What follows belongs to an exercise in optimizing a design on an open flow for small area; a production flow would make more cautious choices.
In this exercise RTL edits were held to simulation tests only and were not proved equivalent to the original.
The clock port is modelled as an ideal driver; clocking choices that lean on that would not hold on a real chip.
Power and IR drop assume default switching activity.

== old ==
## lab_3_register_file
module lab_3_register_file (Da, Db, Dc, CLK, reset, rs1, rs2, rd, wenable);
 input  wire CLK, reset, wenable;
 input  wire [4:0] rs1, rs2, rd;
 input  wire [31:0] Dc;
 output wire [31:0] Da, Db;
 wire [31:1] load, load_n, sel1, sel2;
 wire        flip1, flip2;
 wire [31:0] wd;
 reg  [31:1] valid;
 reg         phase;
 wdec decw (.enable(wenable), .selector(rd), .load(load), .load_n(load_n));
 rdec dec1 (.selector(rs1), .valid(valid), .phase(phase), .sel(sel1), .flip(flip1));
 rdec dec2 (.selector(rs2), .valid(valid), .phase(phase), .sel(sel2), .flip(flip2));
 always @(posedge CLK or posedge reset)
   if (reset) begin
     valid <= 31'd0;
     phase <= 1'b0;
   end else begin
     valid <= valid | load;
     phase <= ~phase;
   end
 wire [31:1] col [0:31];
 genvar i, b;
 generate
   for (b = 0; b < 32; b = b + 1) begin : w
     wpol wp (.a(Dc[b]), .phase(phase), .y(wd[b]));
   end
   for (i = 1; i < 32; i = i + 1) begin : r
     reg  [31:0] q;
     wire [31:0] d;
     for (b = 0; b < 32; b = b + 1) begin : h
       hold_bit hb (.load(load[i]), .load_n(load_n[i]), .din(wd[b]), .q(q[b]), .d(d[b]));
       assign col[b][i] = q[b];
     end
     always @(posedge CLK) q <= d;
   end
   for (b = 0; b < 32; b = b + 1) begin : c
     mux_bit ma (.sel(sel1), .data(col[b]), .flip(flip1), .y(Da[b]));
     mux_bit mb (.sel(sel2), .data(col[b]), .flip(flip2), .y(Db[b]));
   end
 endgenerate
  ...
Size in the first run: ~3300 cells after synthesis, roughly 1000 flip-flops.
clock: 6.0 ns
lec_check: 0
cap_margin: 10
core_margin: 2
core_utilization: 50
gpl_timing_driven: 0
setup_slack_margin: 0.3
slew_margin: 10
synth_hierarchical: 1
synth_minimum_keep_size: 0
standard.sh (not shown) runs the stock make flow with config.mk's settings and CLKGATE_MAP_FILE= SYNTH_SCRIPT=/design/flow/synth_recipe.tcl, a recipe that flattens the netlist after the stock synthesis.
==> flow/flow/run.sh <==
#!/bin/bash
# Layout flow: the standard synthesis and layout (standard.sh), with
#  - before floorplanning, combinational cells that synthesis upsized are
#    set back to their smallest drive strength (flow/downsize.tcl),
#  - port buffers of the smallest buffer cell instead of the default choice,
#  - before ORFS's repair_design, slow nets are fixed by sizing their
#    drivers within their cell family (flow/fixnets.tcl),
#  - clock tree synthesis without dummy loads, with leaf clusters of up to
#    8 flip-flops on clkbuf_4, and clock buffers whose flip-flops see a
#    slow clock edge upsized (flow/clkfix.tcl).
# Each step's full output goes to its own log here; ORFS also keeps its
# per-stage logs under orfs/logs.
set -euo pipefail
F=$(pwd)/flow
bash standard.sh synth > synth.log 2>&1
bash standard.sh \
  "PRE_FLOORPLAN_TCL=$F/downsize.tcl" \
  "BUFFER_PORTS_ARGS=-buffer_cell sky130_fd_sc_hd__buf_1" \
  "PRE_RESIZE_TCL=$F/fixnets.tcl" \
  "CTS_ARGS=-sink_clustering_enable -repair_clock_nets -dont_use_dummy_load -buf_list sky130_fd_sc_hd__clkbuf_4 -sink_clustering_size 8 -sink_clustering_max_diameter 50" \
  "POST_CTS_TCL=$F/clkfix.tcl" \
  finish > layout.log 2>&1
Other scripts of this flow, unchanged in this note and not shown: flow/flow/clkfix.tcl, flow/flow/downsize.tcl, flow/flow/fixnets.tcl
### old -> new
Settings: a change of SETUP_SLACK_MARGIN from 0.3 to 0.5.
Notes after the runs:
Any difference in total of clock buffers placed in the layout between new and old is small enough to ignore. The global-route wire length before repair of old and that of new are within noise of each other. From old to new the numbers moved as follows: smallest hold slack went up 0.0060 ns, number of nets in the final layout shows no meaningful change, area of all placed cells without fillers neither gained nor lost much. Largest vdd supply drop of old is on par with new. new reports a lower antenna diode count than old does. Between old and new, the portion of total power attributed to sequential cells does not differ in any meaningful way. Per the comparison of new with old, global-route usage neither gained nor lost much, residual antenna-violating net count after detailed routing neither gained nor lost much. Proportion of total power due to net switching delta (new -> old): insignificant.

========
Setup of alpha:
lab_3_register_file, a different RTL version from the one above (not shown whole).
Size: roughly 3300 cells after synthesis, ~110 I/O pins.
Settings: LEC_CHECK=0, CAP_MARGIN=25, CORE_MARGIN=2, CORE_UTILIZATION=50, GPL_TIMING_DRIVEN=0, SETUP_SLACK_MARGIN=0.3, SLEW_MARGIN=10, SYNTH_HIERARCHICAL=1, SYNTH_MINIMUM_KEEP_SIZE=0; clock period 6.0 ns.
==> flow/flow/run.sh <==
#!/bin/bash
# Layout flow: the standard synthesis and layout (standard.sh), with
#  - before floorplanning, combinational cells that synthesis upsized are
#    set back to their smallest drive strength (flow/downsize.tcl),
#  - port buffers of the smallest buffer cell instead of the default choice,
#  - before ORFS's repair_design, slow nets are fixed by sizing their
#    drivers within their cell family or by one small buffer, whichever
#    is smaller (flow/fixnets.tcl),
#  - clock tree synthesis without dummy loads, with leaf clusters of up to
#    9 flip-flops on clkbuf_4, and clock buffers whose flip-flops see a
#    slow clock edge upsized (flow/clkfix.tcl).
# Each step's full output goes to its own log here; ORFS also keeps its
# per-stage logs under orfs/logs.
set -euo pipefail
F=$(pwd)/flow
bash standard.sh synth > synth.log 2>&1
bash standard.sh \
  "PRE_FLOORPLAN_TCL=$F/downsize.tcl" \
  "BUFFER_PORTS_ARGS=-buffer_cell sky130_fd_sc_hd__buf_1" \
  "PRE_RESIZE_TCL=$F/fixnets.tcl" \
  "CTS_ARGS=-sink_clustering_enable -repair_clock_nets -dont_use_dummy_load -buf_list sky130_fd_sc_hd__clkbuf_4 -sink_clustering_size 9 -sink_clustering_max_diameter 50" \
  "POST_CTS_TCL=$F/clkfix.tcl" \
  finish > layout.log 2>&1
==> flow/flow/fixnets.tcl <==
estimate_parasitics -placement
set ::fix_slew [expr {1.5 * 0.75}]
set ::db [ord::get_db]
proc fam_sizes {name} {
  if {![regexp {^(sky130_fd_sc_hd__[a-z0-9]+)_([0-9]+)$} $name -> base sz]} { return {} }
  set l {}
  foreach lib [$::db getLibs] {
    foreach m [$lib getMasters] {
      if {[regexp "^${base}_(\[0-9\]+)\$" [$m getName] -> s]} {
        lappend l [list $s [$m getName] [expr {[$m getWidth] * [$m getHeight] / 1e6}]]
      }
    }
  }
  return [lsort -real -index 2 [lsort -integer -index 0 $l]]
}
proc cell_area {name} {
  set m [$::db findMaster $name]
  return [expr {[$m getWidth] * [$m getHeight] / 1e6}]
}
proc slew_ok {pin} {
  return [expr {[get_property $pin slew_max] <= $::fix_slew}]
}
set bufs {sky130_fd_sc_hd__buf_2 sky130_fd_sc_hd__buf_4 sky130_fd_sc_hd__buf_6 sky130_fd_sc_hd__buf_8 sky130_fd_sc_hd__buf_12 sky130_fd_sc_hd__buf_16}
set fixed 0
set buffered 0
set left 0
foreach inst [get_cells *] {
  set ref [get_property $inst ref_name]
  if {[regexp {__(df|dl|sdf|edf|sedf|conb|tap|fill|decap)} $ref]} continue
  set outs [get_pins -of $inst -filter "direction==output"]
  if {[llength $outs] != 1} continue
  set op [lindex $outs 0]
  if {[slew_ok $op]} continue
  set a0 [cell_area $ref]
  # fix 1: size within the family
  set fam ""
  foreach f [fam_sizes $ref] {
    replace_cell $inst [lindex $f 1]
    if {[slew_ok $op]} { set fam [lindex $f 1]; break }
  }
  set fam_cost [expr {$fam eq "" ? 1e9 : [cell_area $fam] - $a0}]
  if {$fam_cost <= [cell_area sky130_fd_sc_hd__buf_2]} { incr fixed; continue }
  # fix 2: original size plus one buffer
  replace_cell $inst $ref
  set net [get_full_name [get_nets -of $op]]
  estimate_parasitics -placement
  insert_buffer -buffer_cell sky130_fd_sc_hd__buf_2 -net $net
  estimate_parasitics -placement
  set bcell [get_cells -of [get_pins -of [get_nets -of $op] -filter "direction==input"]]
  set bpin [get_pins -of $bcell -filter "direction==output"]
  set bok ""
  foreach b $bufs {
    replace_cell $bcell $b
    if {[slew_ok $bpin] && [slew_ok $op]} { set bok $b; break }
  }
  if {$bok ne "" && [cell_area $bok] < $fam_cost} { incr buffered; continue }
  estimate_parasitics -placement
  remove_buffers [list $bcell]
  estimate_parasitics -placement
  if {$fam ne ""} { replace_cell $inst $fam; incr fixed } else { incr left }
}
estimate_parasitics -placement
puts "fixnets: resized $fixed drivers, buffered $buffered nets, $left left to repair_design"
Other scripts of this flow, unchanged in this note and not shown: flow/flow/clkfix.tcl, flow/flow/downsize.tcl
alpha completed; timing, DRC and antenna clean
Setup changes, alpha to beta
-- flow/flow/fixnets.tcl --
<<< alpha, line 19
}
proc slew_ok {pin} {
  return [expr {[get_property $pin slew_max] <= $::fix_slew}]
}
>>> beta, line 19
}
set ::fix_cap 0.70
# max_capacitance of each cell's outputs, from the liberty files
array set ::maxcap {}
foreach libf $::env(LIB_FILES) {
  set fh [open $libf r]
  set cur ""
  while {[gets $fh line] >= 0} {
    if {[regexp {^\s*cell\s*\(\s*"?([A-Za-z0-9_]+)"?\s*\)} $line -> c]} { set cur $c; continue }
    if {$cur ne "" && [regexp {^\s*max_capacitance\s*:\s*([0-9.eE+-]+)} $line -> v]} {
      if {![info exists ::maxcap($cur)] || $v < $::maxcap($cur)} { set ::maxcap($cur) $v }
    }
  }
  close $fh
}
proc slew_ok {pin} {
  if {[get_property $pin slew_max] > $::fix_slew} { return 0 }
  set cell [get_property [get_cells -of $pin] ref_name]
  if {[info exists ::maxcap($cell)]} {
    set c [sta::Net_capacitance [get_nets -of $pin] [sta::cmd_scene] max]
    if {$c > $::fix_cap * $::maxcap($cell) * 1e-12} { return 0 }
  }
  return 1
}
-- flow/config.mk --
<<< alpha, line 7
export LEC_CHECK = 0
export CAP_MARGIN = 25
export CORE_MARGIN = 2
>>> beta, line 7
export LEC_CHECK = 0
export CAP_MARGIN = 10
export CORE_MARGIN = 2
Findings:
- beta: full flow OK, the timing, DRC and antenna checks passed
- The final reports for beta and alpha show period utilization lower in the former.
- Comparing alpha with beta, the share of total power consumed by net switching came out essentially unchanged.
- Between alpha and beta, the clock power share figures differ only marginally.
- On power dissipated by switching net loads, beta and alpha are neck and neck.
- Going from alpha to beta, layout net count shrinks by 20.
- beta against alpha: buffering stage count on the worst path with inverters included dropped 1, power consumption neither gained nor lost much, hold slack climbed 58 ps, initial antenna violation count up 5, setup slack of the critical path after layout has increased.
Setup changes, beta to gamma
-- flow/flow/fixnets.tcl --
<<< beta, line 19
}
set ::fix_cap 0.70
# max_capacitance of each cell's outputs, from the liberty files
>>> gamma, line 19
}
set ::fix_cap 0.65
# max_capacitance of each cell's outputs, from the liberty files
[summary]
Diff gamma..beta | power | negligible
Comparing beta and gamma, post-route minimum period is lower on gamma.
gamma — post-route fraction of the period consumed by the critical path 1.5 points lower, beta as reference
From beta to gamma the numbers moved as follows: clock skew went up by 16 ps; global router's overall resource usage essentially unchanged.
Cell area | gamma vs beta | gamma larger
On portion of total power attributed to combinational logic, beta tracks gamma almost exactly.
gamma leaves more setup margin than beta.
Edits applied to the flow inputs when going from gamma to delta:
-- flow/flow/fixnets.tcl --
<<< gamma, line 19
}
set ::fix_cap 0.65
# max_capacitance of each cell's outputs, from the liberty files
array set ::maxcap {}
foreach libf $::env(LIB_FILES) {
  set fh [open $libf r]
  set cur ""
  while {[gets $fh line] >= 0} {
    if {[regexp {^\s*cell\s*\(\s*"?([A-Za-z0-9_]+)"?\s*\)} $line -> c]} { set cur $c; continue }
    if {$cur ne "" && [regexp {^\s*max_capacitance\s*:\s*([0-9.eE+-]+)} $line -> v]} {
      if {![info exists ::maxcap($cur)] || $v < $::maxcap($cur)} { set ::maxcap($cur) $v }
    }
  }
  close $fh
}
proc slew_ok {pin} {
  if {[get_property $pin slew_max] > $::fix_slew} { return 0 }
  set cell [get_property [get_cells -of $pin] ref_name]
  if {[info exists ::maxcap($cell)]} {
    set c [sta::Net_capacitance [get_nets -of $pin] [sta::cmd_scene] max]
    if {$c > $::fix_cap * $::maxcap($cell) * 1e-12} { return 0 }
  }
  return 1
}
>>> delta, line 19
}
proc slew_ok {pin} {
  return [expr {[get_property $pin slew_max] <= $::fix_slew}]
}
[summary]
Compared with gamma, delta supports a lower clock frequency.
Finished layout cell area, delta vs gamma: down slightly
Of gamma and delta, gamma shows the lower post-place setup slack, with delta above it.
To summarise delta: no stage aborted, but the layout did not pass its checks, failing on capacitance limit.

[separate check: timing with driven ports]
The flow's constraints put no driver on any port. The routed layouts listed below were extracted and timed again, unchanged, in two steps. Step 1, drivers: a clkbuf_16 drives CLK and a buf_2 each remaining input, both assumed. Step 2 times the ports against the registers' clock, not the clock port: input delays grow and output delays shrink by t, the midpoint of the rising clock arrivals with the driver on. Three values: no drivers, after step 1, after step 2; two values: the first two.
| run | shift t [ns] | slack for setup (ns) | worst register clock-pin slew, ns | worst slew at a driven data input, ns | cell pins on the clock port's net |
|---|---|---|---|---|---|
| old | 1.096 | 0.318 / 0.222 / 0.222 | 0.10 / 0.10 | 0.15 | 1 |
| new | 1.104 | 0.344 / 0.207 / 0.207 | 0.10 / 0.10 | 0.15 | 1 |
| alpha | 1.118 | 0.178 / 0.054 / 0.054 | 0.11 / 0.11 | 0.13 | 1 |
| beta | 1.075 | 0.202 / 0.123 / 0.123 | 0.11 / 0.11 | 0.13 | 1 |
| gamma | 1.114 | 0.290 / 0.174 / 0.174 | 0.12 / 0.12 | 0.12 | 1 |
| delta | 1.081 | 0.198 / 0.136 / 0.136 | 0.12 / 0.12 | 0.14 | 1 |
For new, which loses most, drivers alone change the setup slack by -0.137 ns; drivers and shift together by -0.137 ns.
